What follows belongs to an exercise in optimizing a design on an open flow for small area, a short achievable clock period and few clock cycles per item; a production flow would make more cautious choices. Where RTL was checked, it was by simulation tests only, not by an equivalence proof against the original. Power figures rest on the tool's default switching activity, not on a simulated workload.

==> run a: inputs <==
## mcalu
module mcalu(
  input             clk,
  input             rst,
  input             exers_mcalu_issue,
  input [4:0]       exers_mcalu_op,
  input [6:0]       exers_robid,
  input [5:0]       exers_rd,
  input [31:0]      exers_op1,
  input [31:0]      exers_op2,
  output            mcalu_stall,
  output            mcalu_valid,
  output            mcalu_error,
  output [4:0]      mcalu_ecause,
  output [6:0]      mcalu_robid,
  output [5:0]      mcalu_rd,
  output [31:0]     mcalu_result,
  input             wb_mcalu_stall,
  input             rob_flush);
  localparam ST_EX  = 2'd0;   
  localparam ST_IT  = 2'd1;   
  localparam ST_FIN = 2'd2;   
  localparam ST_C9  = 2'd3;   
  reg        stall_q;
  reg        v_ir;
  reg [4:0]  op;
  reg [6:0]  robid;
  reg [5:0]  rd;
  reg [31:0] A, B;
  reg [3:0]  bx;
  reg [32:0] H;
  reg        x0;
  reg        bs;
  reg [1:0]  st;
  reg [3:0]  cnt;
  reg        nq;
  reg        cin;
  reg        v_o;
  reg [31:0] res_o;
  reg [6:0]  robid_o;
  reg [5:0]  rd_o;
  assign mcalu_stall  = stall_q;
  assign mcalu_valid  = v_o;
  assign mcalu_error  = 1'b0;
  assign mcalu_ecause = 5'b0;
  assign mcalu_robid  = robid_o;
  assign mcalu_rd     = rd_o;
  assign mcalu_result = res_o;
  wire kill   = rst | rob_flush;
  wire is_md  = op[4] & op[3];
  wire is_mul = is_md & ~op[2];
  wire is_div = is_md & op[2];
  wire s_ex  = (st == ST_EX);
  wire s_it  = (st == ST_IT);
  wire s_fin = (st == ST_FIN);
  wire s_c9  = (st == ST_C9);
  function [31:0] rev32(input [31:0] x);
    integer i;
    begin
      for (i = 0; i < 32; i = i + 1) rev32[i] = x[31-i];
    end
  endfunction
  function [5:0] clz32(input [31:0] x);
    integer i;
    reg found;
    begin
      clz32 = 6'd32;
      found = 1'b0;
      for (i = 31; i >= 0; i = i - 1)
        if (!found && x[i]) begin
          clz32 = 31 - i;
          found = 1'b1;
        end
    end
  ...
clock: 20.0 ns
lec_check: 0
cap_margin: 50
core_margin: 2
core_utilization: 40
slew_margin: 80
run.sh (not shown) runs the stock make flow with config.mk's settings and CLKGATE_MAP_FILE= SYNTH_SCRIPT=/design/flow/synth_recipe.tcl, a recipe that flattens the netlist after the stock synthesis.
==> run b (differences from run a) <==
--- a/flow/design.v
+++ b/flow/design.v
@@ -71,12 +71,11 @@
           found = 1'b1;
         end
     end
   endfunction
   wire        sub  = op[3] | (op[1] & ~op[2]);
-  wire [32:0] asum;
-  bkadd #(33) u_asum (.a({1'b0, A}), .b({1'b0, B ^ {32{sub}}}), .ci(sub), .s(asum));
+  wire [32:0] asum = {1'b0, A} + {1'b0, B ^ {32{sub}}} + {32'b0, sub};
   wire        lt_u = ~asum[32];
   wire        lt_s = (A[31] ^ B[31]) ? A[31] : asum[31];
   wire        sa     = ~op[0] & A[31];
   wire        nb     = ~op[0] & B[31];
   wire [5:0]  lza    = clz32(A ^ {32{sa}});
@@ -139,26 +138,21 @@
   wire d1_one = mb[3] ^ mb[2];
   wire d1_two = (mb[4] & ~mb[3] & ~mb[2]) | (~mb[4] & mb[3] & mb[2]);
   wire [36:0] mag0 = ({37{d0_one}} & m1) | ({37{d0_two}} & m2);
   wire [36:0] mag1 = ({37{d1_one}} & m1) | ({37{d1_two}} & m2);
   wire [36:0] pp0  = mag0 ^ {37{d0_neg}};
-  wire [36:0] pp1  = {(mag1[34:0] ^ {35{d1_neg}}), d1_neg, d1_neg};
+  wire [36:0] pp1  = {(mag1[34:0] ^ {35{d1_neg}}), 1'b0, d0_neg};
   wire [36:0] hx   = {{4{H[32]}}, H};
-  wire [36:0] cs_s = hx ^ pp0 ^ pp1;
-  wire [36:0] cs_c = {(hx[35:0] & pp0[35:0]) | (hx[35:0] & pp1[35:0]) | (pp0[35:0] & pp1[35:0]), d0_neg};
-  wire [36:0] msum;
-  bkadd #(37) u_msum (.a(cs_s), .b(cs_c), .ci(d1_neg), .s(msum));
+  wire [36:0] msum = hx + pp0 + pp1 + {34'b0, d1_neg, 2'b0};
   wire        need9 = op[1] & bs;
   wire [31:0] mlo_n = {msum[3:0], B[31:4]};
   wire [36:0] e0   = {bx[3], bx, B};
   wire [36:0] e1   = {bx[3], bx[3], bx, B[31:1]};
-  wire [36:0] t1;
-  bkadd #(37) u_t1 (.a({5'b0, A}), .b(e0), .ci(cin), .s(t1));
+  wire [36:0] t1   = {5'b0, A} + e0 + {36'b0, cin};
   wire        q1   = ~t1[36];
   wire [31:0] r1   = q1 ? t1[31:0] : A;
-  wire [36:0] t2;
-  bkadd #(37) u_t2 (.a({5'b0, r1}), .b(e1), .ci(cin), .s(t2));
+  wire [36:0] t2   = {5'b0, r1} + e1 + {36'b0, cin};
   wire        q2   = ~t2[36];
   wire [31:0] r2   = q2 ? t2[31:0] : r1;
   wire [31:0] qn   = {H[29:0], q1, q2};
   wire [31:0] xsel    = (is_div & op[1]) ? A : ((is_mul & ~op[1] & ~op[0]) ? B : H[31:0]);
   wire [31:0] neg_in  = s_fin ? xsel : A;
@@ -217,17 +211,18 @@
         cnt <= cnt + 4'd1;
         if (cnt == 4'd7) st <= need9 ? ST_C9 : ST_FIN;
       end
     end else if (is_div) begin
       if (s_ex) begin
-        A   <= neg_out;
-        {bx, B} <= sh_out;
-        H   <= {1'b0, {32{b_zero}}};
-        cin <= ~nb;
-        nq  <= nq_set;
-        cnt <= kcl[4:1];
-        st  <= early ? ST_FIN : ST_IT;
+        if (~early) begin
+          A   <= neg_out;
+          {bx, B} <= sh_out;
+          cin <= ~nb;
+          nq  <= nq_set;
+          cnt <= kcl[4:1];
+          st  <= ST_IT;
+        end
       end else if (s_it) begin
         A   <= r2;
         {bx, B} <= {bx[3], bx[3], bx, B[31:2]};
         H   <= {1'b0, qn};
         cnt <= cnt - 4'd1;
@@ -239,32 +234,5 @@
       robid_o <= robid;
       rd_o    <= rd;
     end
   end
 endmodule
-module bkadd #(parameter W = 32) (
-  input  [W-1:0] a,
-  input  [W-1:0] b,
-  input          ci,
-  output [W-1:0] s);
-  localparam L = $clog2(W);
-  wire [W-1:0] g0 = a & b;
-  wire [W-1:0] p0 = a ^ b;
-  reg  [W-1:0] G, P;
-  integer i, d;
-  always @(*) begin
-    G = g0;
-    P = p0;
-    G[0] = g0[0] | (p0[0] & ci);
-    for (d = 1; d < W; d = d * 2)
-      for (i = 2*d - 1; i < W; i = i + 2*d) begin
-        G[i] = G[i] | (P[i] & G[i-d]);
-        P[i] = P[i] & P[i-d];
-      end
-    for (d = (1 << (L-1)); d >= 1; d = d / 2)
-      for (i = 3*d - 1; i < W; i = i + 2*d) begin
-        G[i] = G[i] | (P[i] & G[i-d]);
-        P[i] = P[i] & P[i-d];
-      end
-  end
-  assign s = p0 ^ {G[W-2:0], ci};
-endmodule
==> flow/config.mk (replaced) <==
export PLATFORM = sky130hd
export DESIGN_NAME = mcalu
export DESIGN_NICKNAME = mcalu
export VERILOG_FILES = /design/flow/design.v
export SDC_FILE = /design/flow/constraint.sdc
export NUM_CORES = 4
export LEC_CHECK = 0
export CAP_MARGIN = 20
export CORE_MARGIN = 2
export CORE_UTILIZATION = 40
export SLEW_MARGIN = 20
==> notes.md <==
quantity	run b	run a
Starting Density	40.5%	40.4%
Arrival time reported for the critical path endpoint	11,250 ps	9930 ps
First-pass DRT Iterations	9	6
Via count	38,033	37,376
Destination of the critical timing path	res_o[19]$_DFFE_PN_	res_o[17]$_DFFE_PN_
Comb power	2.47 mW	2.51 mW
Routed met3 length	29.0 mm	25.0 mm
Post-route clock skew	33.4 ps	44.9 ps
Net switching power of the design	1.93 mW	1.81 mW
Buffer count excluding the clock tree in the final layout	291	625
Area share of the largest cell type after synthesis	12.8%	13.4%
Launch instance of the worst min-delay path	rd[0]$_DFFE_PN_	robid[3]$_DFFE_PN_
Layout inverter count without the clock tree	129	154
Sequential power share	14.4%	13.9%
Portion of total power attributed to combinational logic	73.7%	74.2%
Non-clock buffering overhead in the final layout	7.28%	15.0%
Count of cell types in the netlist	100	99
Status	timing/DRC/antenna clean	timing/DRC/antenna clean
Placed cells	5,222	5,159
Required @ worst endpoint	20,270 ps	20,250 ps
Final Instance Area	0.0346 mm^2	0.0424 mm^2
Share of post-route cells with drive strength above 1	7.94%	28.5%
Clk. pwr	399 uW	405 uW
Worst-case setup margin in the final layout	9020 ps	10,320 ps
Source of the critical timing path	B[8]$_DFFE_PP_	op[0]$_DFFE_PN_
CP max-delay cell	edfxtp_1	or3_2
Worst-skew pair later-pin latency	540 ps	560 ps
No run of this note included a check of the RTL's function; only the layout flow was run.

---

==> v15: inputs <==
==> flow/design.v <==
module mcalu(
  input             clk,
  input             rst,
  input             exers_mcalu_issue,
  input [4:0]       exers_mcalu_op,
  input [6:0]       exers_robid,
  input [5:0]       exers_rd,
  input [31:0]      exers_op1,
  input [31:0]      exers_op2,
  output            mcalu_stall,
  output            mcalu_valid,
  output            mcalu_error,
  output [4:0]      mcalu_ecause,
  output [6:0]      mcalu_robid,
  output [5:0]      mcalu_rd,
  output [31:0]     mcalu_result,
  input             wb_mcalu_stall,
  input             rob_flush);
  localparam ST_EX  = 2'd0;   
  localparam ST_IT  = 2'd1;   
  localparam ST_FIN = 2'd2;   
  localparam ST_C9  = 2'd3;   
  reg        stall_q;
  reg        v_ir;
  reg [4:0]  op;
  reg [6:0]  robid;
  reg [5:0]  rd;
  reg [31:0] A, B;
  reg [3:0]  bx;
  reg [32:0] H;
  reg        x0;
  reg        bs;
  reg [1:0]  st;
  reg [4:0]  cnt;
  reg        nq;
  reg        cin;
  reg        v_o;
  reg [31:0] res_o;
  reg [6:0]  robid_o;
  reg [5:0]  rd_o;
  assign mcalu_stall  = stall_q;
  assign mcalu_valid  = v_o;
  assign mcalu_error  = 1'b0;
  assign mcalu_ecause = 5'b0;
  assign mcalu_robid  = robid_o;
  assign mcalu_rd     = rd_o;
  assign mcalu_result = res_o;
  wire kill   = rst | rob_flush;
  wire is_md  = op[4] & op[3];
  wire is_mul = is_md & ~op[2];
  wire is_div = is_md & op[2];
  wire s_ex  = (st == ST_EX);
  wire s_it  = (st == ST_IT);
  wire s_fin = (st == ST_FIN);
  wire s_c9  = (st == ST_C9);
  function [31:0] rev32(input [31:0] x);
    integer i;
    begin
      for (i = 0; i < 32; i = i + 1) rev32[i] = x[31-i];
    end
  endfunction
  wire        sub  = op[3] | (op[1] & ~op[2]);
  wire [36:0] asum;
  bkadd #(37) u_asum (.a({5'b0, A}),
                      .b(is_div ? {bx[3], bx, B} : {5'b0, B ^ {32{sub}}}),
                      .ci(is_div ? cin : sub), .s(asum));
  wire        lt_u = ~asum[32];
  wire        lt_s = (A[31] ^ B[31]) ? A[31] : asum[31];
  wire        sa     = ~op[0] & A[31];
  wire        nb     = ~op[0] & B[31];
  wire [5:0]  lza, lzb;
  lzc32 u_lza (.x(A ^ {32{sa}}), .n(lza));
  lzc32 u_lzb (.x(B ^ {32{nb}}), .n(lzb));
  wire [6:0]  kc     = {1'b0, lzb} - {1'b0, lza} + {6'b0, sa};
  wire        b_zero = ~|B;
  wire        early  = kc[6] | b_zero;
  wire [4:0]  kcl    = kc[5] ? 5'd31 : kc[4:0];
  wire        sh_left = ~op[2];
  wire [31:0] sx_lo   = is_div ? (B ^ {32{~nb}}) : (sh_left ? A : rev32(A));
  wire        sh_fill = is_div ? ~nb : (~sh_left & op[3] & A[31]);
  wire [4:0]  sh_amt  = is_div ? kcl : B[4:0];
  reg  [35:0] sh_out;
  integer si;
  always @(*) begin
    sh_out = {{4{is_div}}, sx_lo};
    for (si = 0; si < 5; si = si + 1)
      if (sh_amt[si]) sh_out = (sh_out << (1 << si)) | ((36'd1 << (1 << si)) - 36'd1) & {36{sh_fill}};
  end
  wire [31:0] sh_res = sh_left ? sh_out[31:0] : rev32(sh_out[31:0]);
  wire [31:0] px = A & ~B;
  reg  [31:0] pseen;
  integer pi;
  always @(*) begin
    pseen[0] = 1'b0;
    for (pi = 1; pi < 32; pi = pi + 1) pseen[pi] = pseen[pi-1] | px[pi-1];
  end
  wire [31:0] pm = px & ~pseen;
  reg  [4:0]  pidx;
  integer pj;
  always @(*) begin
    pidx = 5'd0;
    for (pj = 0; pj < 32; pj = pj + 1)
      pidx = pidx | ({5{pm[pj]}} & pj[4:0]);
  end
  wire [2:0]  f = op[2:0];
  wire [31:0] alu_res =
      op[4]      ? (op[0] ? (A ^ pm) : {~|px, 26'b0, pidx}) :
      (f == 3'd0) ? asum[31:0] :
      (f == 3'd2) ? {31'b0, lt_s} :
      (f == 3'd3) ? {31'b0, lt_u} :
      (f == 3'd4) ? (op[3] ? {31'b0, A == B} : (A ^ B)) :
      (f == 3'd6) ? (A | B) :
      (f == 3'd7) ? (A & B) :
                    sh_res;
  wire        ma_sgn = (op[1] ^ op[0]) & A[31];
  wire [36:0] m1 = {{5{ma_sgn}}, A};
  wire [36:0] m2 = {m1[35:0], 1'b0};
  wire [4:0]  mb = s_c9 ? 5'b00001 : {B[3:0], x0};
  wire d0_neg = mb[2];
  wire d0_one = mb[1] ^ mb[0];
  wire d0_two = (mb[2] & ~mb[1] & ~mb[0]) | (~mb[2] & mb[1] & mb[0]);
  wire d1_neg = mb[4];
  wire d1_one = mb[3] ^ mb[2];
  wire d1_two = (mb[4] & ~mb[3] & ~mb[2]) | (~mb[4] & mb[3] & mb[2]);
  wire [36:0] mag0 = ({37{d0_one}} & m1) | ({37{d0_two}} & m2);
  wire [36:0] mag1 = ({37{d1_one}} & m1) | ({37{d1_two}} & m2);
  wire [36:0] pp0  = mag0 ^ {37{d0_neg}};
  wire [36:0] pp1  = {(mag1[34:0] ^ {35{d1_neg}}), d1_neg, d1_neg};
  wire [36:0] hx   = {{4{H[32]}}, H};
  wire [36:0] cs_s = hx ^ pp0 ^ pp1;
  wire [36:0] cs_c = {(hx[35:0] & pp0[35:0]) | (hx[35:0] & pp1[35:0]) | (pp0[35:0] & pp1[35:0]), d0_neg};
  wire [36:0] msum;
  bkadd #(37) u_msum (.a(cs_s), .b(cs_c), .ci(d1_neg), .s(msum));
  wire        need9 = op[1] & bs;
  wire [31:0] mlo_n = {msum[3:0], B[31:4]};
  wire        q1   = ~asum[36];
  wire [31:0] r1   = q1 ? asum[31:0] : A;
  wire [31:0] qn   = {H[30:0], q1};
  wire [31:0] xsel    = (is_div & op[1]) ? A : ((is_mul & ~op[1] & ~op[0]) ? B : H[31:0]);
  wire [31:0] neg_in  = s_fin ? xsel : A;
  wire        neg_do  = s_fin ? (is_div & nq) : sa;
  wire [31:0] neg_out = (neg_in ^ {32{neg_do}}) + {31'b0, neg_do};
  wire [31:0] early_res = op[1] ? A : (b_zero ? {{31{~sa}}, 1'b1} : 32'b0);
  wire fin_mul = is_mul & ((s_ex & (cnt == 5'd7) & ~need9) | s_c9 | s_fin);
  wire fin_div = is_div & ((s_ex & early) | (s_it & (cnt == 5'd0) & ~nq) | s_fin);
  wire fin     = v_ir & (~is_md | fin_mul | fin_div);
  wire nq_set  = op[1] ? sa : (sa ^ nb);
  wire fc_mul  = is_mul & ((s_ex & (((cnt == 5'd6) & ~need9) | (cnt == 5'd7))) | s_c9 | s_fin);
  wire fc_div  = is_div & ((s_ex & (early | ((kcl == 5'd0) & ~nq_set))) |
                           (s_it & (((cnt == 5'd1) & ~nq) | (cnt == 5'd0))) | s_fin);
  wire fc      = ~is_md | fc_mul | fc_div;
  wire blocked = v_o & wb_mcalu_stall;
  wire or_free = ~blocked;
  wire produce = fin & or_free;
  reg [31:0] res_src;
  always @(*) begin
    if (~is_md)
      res_src = alu_res;
    else if (s_fin)
      res_src = neg_out;
    else if (is_div)
      res_src = s_ex ? early_res : (op[1] ? r1 : qn);
    else if (s_c9)
      res_src = msum[31:0];
    else
      res_src = (op[1:0] == 2'b00) ? mlo_n : msum[35:4];
  end
  wire md_in   = exers_mcalu_op[4] & exers_mcalu_op[3];
  wire stall_n = ~kill & (stall_q ? (blocked | (~fin & ~fc))
                                  : (exers_mcalu_issue & (md_in | v_ir | blocked)));
  wire v_ir_n  = ~kill & (stall_q ? ~produce : exers_mcalu_issue);
  wire v_o_n   = ~kill & (produce | blocked);
  always @(posedge clk) begin
    stall_q <= stall_n;
    v_ir    <= v_ir_n;
    v_o     <= v_o_n;
    if (~stall_q) begin
      op    <= exers_mcalu_op;
      robid <= exers_robid;
      rd    <= exers_rd;
      A     <= exers_op1;
      B     <= exers_op2;
      bs    <= exers_op2[31];
      st    <= ST_EX;
      cnt   <= 5'd0;
      H     <= 33'b0;
      x0    <= 1'b0;
    end else if (is_mul) begin
      if (s_ex) begin
        H   <= msum[36:4];
        B   <= mlo_n;
        x0  <= B[3];
        cnt <= cnt + 5'd1;
        if (cnt == 5'd7) st <= need9 ? ST_C9 : ST_FIN;
      end
    end else if (is_div) begin
      if (s_ex) begin
        A   <= neg_out;
        {bx, B} <= sh_out;
        H   <= {1'b0, {32{b_zero}}};
        cin <= ~nb;
        nq  <= nq_set;
        cnt <= kcl;
        st  <= early ? ST_FIN : ST_IT;
      end else if (s_it) begin
        A   <= r1;
        {bx, B} <= {bx[3], bx, B[31:1]};
        H   <= {1'b0, qn};
        cnt <= cnt - 5'd1;
        if (cnt == 5'd0) st <= ST_FIN;
      end
    end
    if (or_free) begin
      res_o   <= res_src;
      robid_o <= robid;
      rd_o    <= rd;
    end
  end
endmodule
module bkadd #(parameter W = 32) (
  input  [W-1:0] a,
  input  [W-1:0] b,
  input          ci,
  output [W-1:0] s);
  localparam L = $clog2(W);
  wire [W-1:0] g0 = a & b;
  wire [W-1:0] p0 = a ^ b;
  reg  [W-1:0] G, P;
  integer i, d;
  always @(*) begin
    G = g0;
    P = p0;
    G[0] = g0[0] | (p0[0] & ci);
    for (d = 1; d < W; d = d * 2)
      for (i = 2*d - 1; i < W; i = i + 2*d) begin
        G[i] = G[i] | (P[i] & G[i-d]);
        P[i] = P[i] & P[i-d];
      end
    for (d = (1 << (L-1)); d >= 1; d = d / 2)
      for (i = 3*d - 1; i < W; i = i + 2*d) begin
        G[i] = G[i] | (P[i] & G[i-d]);
        P[i] = P[i] & P[i-d];
      end
  end
  assign s = p0 ^ {G[W-2:0], ci};
endmodule
module lzc32 (
  input  [31:0] x,
  output [5:0]  n);
  wire        z16 = ~|x[31:16];
  wire [15:0] y16 = z16 ? x[15:0] : x[31:16];
  wire        z8  = ~|y16[15:8];
  wire [7:0]  y8  = z8 ? y16[7:0] : y16[15:8];
  wire        z4  = ~|y8[7:4];
  wire [3:0]  y4  = z4 ? y8[3:0] : y8[7:4];
  wire        z2  = ~|y4[3:2];
  wire [1:0]  y2  = z2 ? y4[1:0] : y4[3:2];
  wire        z1  = ~y2[1];
  wire        zz  = ~|x;
  assign n = zz ? 6'd32 : {1'b0, z16, z8, z4, z2, z1};
endmodule
==> flow/run.sh <==
#!/bin/bash
# synth_recipe.tcl (not shown) runs the flow's synth.tcl, then flattens the netlist and writes it again
# the make line also repeats each setting of config.mk as NAME=value (left out here)
make -C /OpenROAD-flow-scripts/flow DESIGN_CONFIG=/design/flow/config.mk WORK_HOME=/design/flow/orfs CLKGATE_MAP_FILE= SYNTH_SCRIPT=/design/flow/synth_recipe.tcl finish
==> flow/config.mk <==
export PLATFORM = sky130hd
export DESIGN_NAME = mcalu
export DESIGN_NICKNAME = mcalu
export VERILOG_FILES = /design/flow/design.v
export SDC_FILE = /design/flow/constraint.sdc
export NUM_CORES = 4
export LEC_CHECK = 0
export CAP_MARGIN = 20
export CORE_MARGIN = 2
export CORE_UTILIZATION = 40
export SLEW_MARGIN = 20
==> flow/constraint.sdc <==
create_clock -name core_clock -period 20.0 [get_ports {clk}]
set_input_delay 4.0000 -clock core_clock [delete_from_list [all_inputs] [get_ports {clk}]]
set_output_delay 4.0000 -clock core_clock [all_outputs]
set_load 0.01 [all_outputs]
==> inputs of v3, as changes to v15 <==
--- a/flow/design.v
+++ b/flow/design.v
@@ -16,10 +16,11 @@
   output [31:0]     mcalu_result,
   input             wb_mcalu_stall,
   input             rob_flush);
-  localparam ST_EX  = 2'd0;   
-  localparam ST_IT  = 2'd1;   
-  localparam ST_FIN = 2'd2;   
-  localparam ST_C9  = 2'd3;   
+  localparam ST_EX  = 3'd0;   
+  localparam ST_IT  = 3'd1;   
+  localparam ST_FIN = 3'd2;   
+  localparam ST_C9  = 3'd3;   
+  localparam ST_D1  = 3'd4;   
   reg        stall_q;
   reg        v_ir;
   reg [4:0]  op;
@@ -30,10 +31,11 @@
   reg [32:0] H;
   reg        x0;
   reg        bs;
-  reg [1:0]  st;
+  reg [2:0]  st;
   reg [4:0]  cnt;
   reg        nq;
   reg        cin;
+  reg [4:0]  kq;
   reg        v_o;
   reg [31:0] res_o;
   reg [6:0]  robid_o;
@@ -53,6 +55,7 @@
   wire s_it  = (st == ST_IT);
   wire s_fin = (st == ST_FIN);
   wire s_c9  = (st == ST_C9);
+  wire s_d1  = (st == ST_D1);
   function [31:0] rev32(input [31:0] x);
     integer i;
     begin
@@ -78,7 +81,7 @@
   wire        sh_left = ~op[2];
   wire [31:0] sx_lo   = is_div ? (B ^ {32{~nb}}) : (sh_left ? A : rev32(A));
   wire        sh_fill = is_div ? ~nb : (~sh_left & op[3] & A[31]);
-  wire [4:0]  sh_amt  = is_div ? kcl : B[4:0];
+  wire [4:0]  sh_amt  = is_div ? kq : B[4:0];
   reg  [35:0] sh_out;
   integer si;
   always @(*) begin
@@ -103,36 +106,36 @@
       pidx = pidx | ({5{pm[pj]}} & pj[4:0]);
   end
   wire [2:0]  f = op[2:0];
-  wire [31:0] alu_res =
-      op[4]      ? (op[0] ? (A ^ pm) : {~|px, 26'b0, pidx}) :
-      (f == 3'd0) ? asum[31:0] :
-      (f == 3'd2) ? {31'b0, lt_s} :
-      (f == 3'd3) ? {31'b0, lt_u} :
-      (f == 3'd4) ? (op[3] ? {31'b0, A == B} : (A ^ B)) :
-      (f == 3'd6) ? (A | B) :
-      (f == 3'd7) ? (A & B) :
-                    sh_res;
+  wire        c_alu = ~is_md;
+  wire        c_add = c_alu & ~op[4] & (f == 3'd0);
+  wire        c_sh  = c_alu & ~op[4] & ((f == 3'd1) | (f == 3'd5));
+  wire        c_slt = c_alu & ~op[4] & (f == 3'd2);
+  wire        c_slu = c_alu & ~op[4] & (f == 3'd3);
+  wire        c_xor = c_alu & ~op[4] & (f == 3'd4) & ~op[3];
+  wire        c_seq = c_alu & ~op[4] & (f == 3'd4) & op[3];
+  wire        c_or  = c_alu & ~op[4] & (f == 3'd6);
+  wire        c_and = c_alu & ~op[4] & (f == 3'd7);
+  wire        c_pf  = c_alu & op[4] & ~op[0];
+  wire        c_pc  = c_alu & op[4] & op[0];
   wire        ma_sgn = (op[1] ^ op[0]) & A[31];
-  wire [36:0] m1 = {{5{ma_sgn}}, A};
-  wire [36:0] m2 = {m1[35:0], 1'b0};
-  wire [4:0]  mb = s_c9 ? 5'b00001 : {B[3:0], x0};
-  wire d0_neg = mb[2];
-  wire d0_one = mb[1] ^ mb[0];
-  wire d0_two = (mb[2] & ~mb[1] & ~mb[0]) | (~mb[2] & mb[1] & mb[0]);
-  wire d1_neg = mb[4];
-  wire d1_one = mb[3] ^ mb[2];
-  wire d1_two = (mb[4] & ~mb[3] & ~mb[2]) | (~mb[4] & mb[3] & mb[2]);
-  wire [36:0] mag0 = ({37{d0_one}} & m1) | ({37{d0_two}} & m2);
-  wire [36:0] mag1 = ({37{d1_one}} & m1) | ({37{d1_two}} & m2);
-  wire [36:0] pp0  = mag0 ^ {37{d0_neg}};
-  wire [36:0] pp1  = {(mag1[34:0] ^ {35{d1_neg}}), d1_neg, d1_neg};
-  wire [36:0] hx   = {{4{H[32]}}, H};
-  wire [36:0] cs_s = hx ^ pp0 ^ pp1;
-  wire [36:0] cs_c = {(hx[35:0] & pp0[35:0]) | (hx[35:0] & pp1[35:0]) | (pp0[35:0] & pp1[35:0]), d0_neg};
-  wire [36:0] msum;
-  bkadd #(37) u_msum (.a(cs_s), .b(cs_c), .ci(d1_neg), .s(msum));
+  wire [40:0] m1 = {{9{ma_sgn}}, A};
+  wire [40:0] m2 = {m1[39:0], 1'b0};
+  function [2:0] booth(input [2:0] m);
+    booth = {(m[2] & ~m[1] & ~m[0]) | (~m[2] & m[1] & m[0]), m[1] ^ m[0], m[2]};
+  endfunction
+  function [11:0] booth4(input [8:0] m);
+    booth4 = {booth(m[8:6]), booth(m[6:4]), booth(m[4:2]), booth(m[2:0])};
+  endfunction
+  reg  [11:0] bsel;
+  wire [40:0] pp0 = (({41{bsel[1]}}  & m1) | ({41{bsel[2]}}  & m2)) ^ {41{bsel[0]}};
+  wire [40:0] pp1 = (({41{bsel[4]}}  & m1) | ({41{bsel[5]}}  & m2)) ^ {41{bsel[3]}};
+  wire [40:0] pp2 = (({41{bsel[7]}}  & m1) | ({41{bsel[8]}}  & m2)) ^ {41{bsel[6]}};
+  wire [40:0] pp3 = (({41{bsel[10]}} & m1) | ({41{bsel[11]}} & m2)) ^ {41{bsel[9]}};
+  wire [40:0] hx  = {{8{H[32]}}, H};
+  wire [40:0] nv  = {34'b0, bsel[9], 1'b0, bsel[6], 1'b0, bsel[3], 1'b0, bsel[0]};
+  wire [40:0] msum = hx + pp0 + {pp1[38:0], 2'b0} + {pp2[36:0], 4'b0} + {pp3[34:0], 6'b0} + nv;
   wire        need9 = op[1] & bs;
-  wire [31:0] mlo_n = {msum[3:0], B[31:4]};
+  wire [31:0] mlo_n = {msum[7:0], B[31:8]};
   wire        q1   = ~asum[36];
   wire [31:0] r1   = q1 ? asum[31:0] : A;
   wire [31:0] qn   = {H[30:0], q1};
@@ -141,30 +144,40 @@
   wire        neg_do  = s_fin ? (is_div & nq) : sa;
   wire [31:0] neg_out = (neg_in ^ {32{neg_do}}) + {31'b0, neg_do};
   wire [31:0] early_res = op[1] ? A : (b_zero ? {{31{~sa}}, 1'b1} : 32'b0);
-  wire fin_mul = is_mul & ((s_ex & (cnt == 5'd7) & ~need9) | s_c9 | s_fin);
+  wire fin_mul = is_mul & ((s_ex & (cnt == 5'd3) & ~need9) | s_c9 | s_fin);
   wire fin_div = is_div & ((s_ex & early) | (s_it & (cnt == 5'd0) & ~nq) | s_fin);
   wire fin     = v_ir & (~is_md | fin_mul | fin_div);
   wire nq_set  = op[1] ? sa : (sa ^ nb);
-  wire fc_mul  = is_mul & ((s_ex & (((cnt == 5'd6) & ~need9) | (cnt == 5'd7))) | s_c9 | s_fin);
-  wire fc_div  = is_div & ((s_ex & (early | ((kcl == 5'd0) & ~nq_set))) |
+  wire fc_mul  = is_mul & ((s_ex & (((cnt == 5'd2) & ~need9) | (cnt == 5'd3))) | s_c9 | s_fin);
+  wire fc_div  = is_div & ((s_ex & early) | (s_d1 & (cnt == 5'd0) & ~nq) |
                            (s_it & (((cnt == 5'd1) & ~nq) | (cnt == 5'd0))) | s_fin);
   wire fc      = ~is_md | fc_mul | fc_div;
   wire blocked = v_o & wb_mcalu_stall;
   wire or_free = ~blocked;
   wire produce = fin & or_free;
-  reg [31:0] res_src;
-  always @(*) begin
-    if (~is_md)
-      res_src = alu_res;
-    else if (s_fin)
-      res_src = neg_out;
-    else if (is_div)
-      res_src = s_ex ? early_res : (op[1] ? r1 : qn);
-    else if (s_c9)
-      res_src = msum[31:0];
-    else
-      res_src = (op[1:0] == 2'b00) ? mlo_n : msum[35:4];
-  end
+  wire c_fin = is_md & s_fin;
+  wire c_ear = is_div & s_ex;
+  wire c_dr  = is_div & s_it & op[1];
+  wire c_dq  = is_div & s_it & ~op[1];
+  wire c_c9  = is_mul & s_c9;
+  wire c_ml  = is_mul & s_ex & (op[1:0] == 2'b00);
+  wire c_mh  = is_mul & s_ex & (op[1:0] != 2'b00);
+  wire [31:0] res_src =
+      ({32{c_add}} & asum[31:0]) |
+      ({32{c_sh}}  & sh_res) |
+      {31'b0, (c_slt & lt_s) | (c_slu & lt_u) | (c_seq & (A == B))} |
+      ({32{c_xor}} & (A ^ B)) |
+      ({32{c_or}}  & (A | B)) |
+      ({32{c_and}} & (A & B)) |
+      ({32{c_pf}}  & {~|px, 26'b0, pidx}) |
+      ({32{c_pc}}  & (A ^ pm)) |
+      ({32{c_fin}} & neg_out) |
+      ({32{c_ear}} & early_res) |
+      ({32{c_dr}}  & r1) |
+      ({32{c_dq}}  & qn) |
+      ({32{c_c9}}  & msum[31:0]) |
+      ({32{c_ml}}  & mlo_n) |
+      ({32{c_mh}}  & msum[39:8]);
   wire md_in   = exers_mcalu_op[4] & exers_mcalu_op[3];
   wire stall_n = ~kill & (stall_q ? (blocked | (~fin & ~fc))
                                   : (exers_mcalu_issue & (md_in | v_ir | blocked)));
@@ -185,23 +198,28 @@
       cnt   <= 5'd0;
       H     <= 33'b0;
       x0    <= 1'b0;
+      bsel  <= booth4({exers_op2[7:0], 1'b0});
     end else if (is_mul) begin
       if (s_ex) begin
-        H   <= msum[36:4];
+        H   <= msum[40:8];
         B   <= mlo_n;
         x0  <= B[3];
+        bsel <= booth4((cnt == 5'd3) ? 9'b000000001 : B[15:7]);
         cnt <= cnt + 5'd1;
-        if (cnt == 5'd7) st <= need9 ? ST_C9 : ST_FIN;
+        if (cnt == 5'd3) st <= need9 ? ST_C9 : ST_FIN;
       end
     end else if (is_div) begin
       if (s_ex) begin
         A   <= neg_out;
-        {bx, B} <= sh_out;
         H   <= {1'b0, {32{b_zero}}};
         cin <= ~nb;
         nq  <= nq_set;
         cnt <= kcl;
-        st  <= early ? ST_FIN : ST_IT;
+        kq  <= kcl;
+        st  <= early ? ST_FIN : ST_D1;
+      end else if (s_d1) begin
+        {bx, B} <= sh_out;
+        st  <= ST_IT;
       end else if (s_it) begin
         A   <= r1;
         {bx, B} <= {bx[3], bx, B[31:1]};
==> notes.md <==
xor and xnor area share after synthesis: 0.0835
status: finished clean
Adder-Cell Fraction of Synth Area: 0.137
internal power: 1.27 mW
(the above is from v15)
==> notes.md <==
xor and xnor area share after synthesis: 0.0913
status: finished clean
via/cell ratio: 7.02
Adder-Cell Fraction of Synth Area: 0.171
max_slew headroom: 0.128
(the above is from v3)
Testbench counts of v15, summed over its fixed seeds: cycles 15,601, items 3,200.
For v3, only the layout was checked, not whether the RTL still works.

[port drivers added, routing unchanged]
In the flow no input, the clock included, has a driving cell. The finished layouts below were timed again as built, in two steps.
Step 1 (the two cells are an assumption about what drives the block):
set clk [get_ports {clk}]
set_driving_cell -lib_cell sky130_fd_sc_hd__clkbuf_16 $clk
set_driving_cell -lib_cell sky130_fd_sc_hd__buf_2 [delete_from_list [all_inputs] $clk]
Step 2 also shifts input and output timing later by t, the mid clock arrival at the registers, as if the neighbouring blocks saw the same clock.
a / b / c = ideal ports / drivers / drivers and shift; a / b = the first two.
run | shift t [ns] | setup WS [ns] | worst setup path after step 2 | pins driven straight from the clock port
run a | 0.595 | 10.318 / 10.318 / 10.318 | register to register | 1
run b | 0.579 | 9.019 / 9.019 / 9.019 | register to register | 1
v15 | 0.587 | 9.974 / 9.974 / 9.974 | register to register | 1
v3 | 0.595 | 12.599 / 12.599 / 12.599 | register to register | 1
After both steps setup and hold are still met in every run listed.
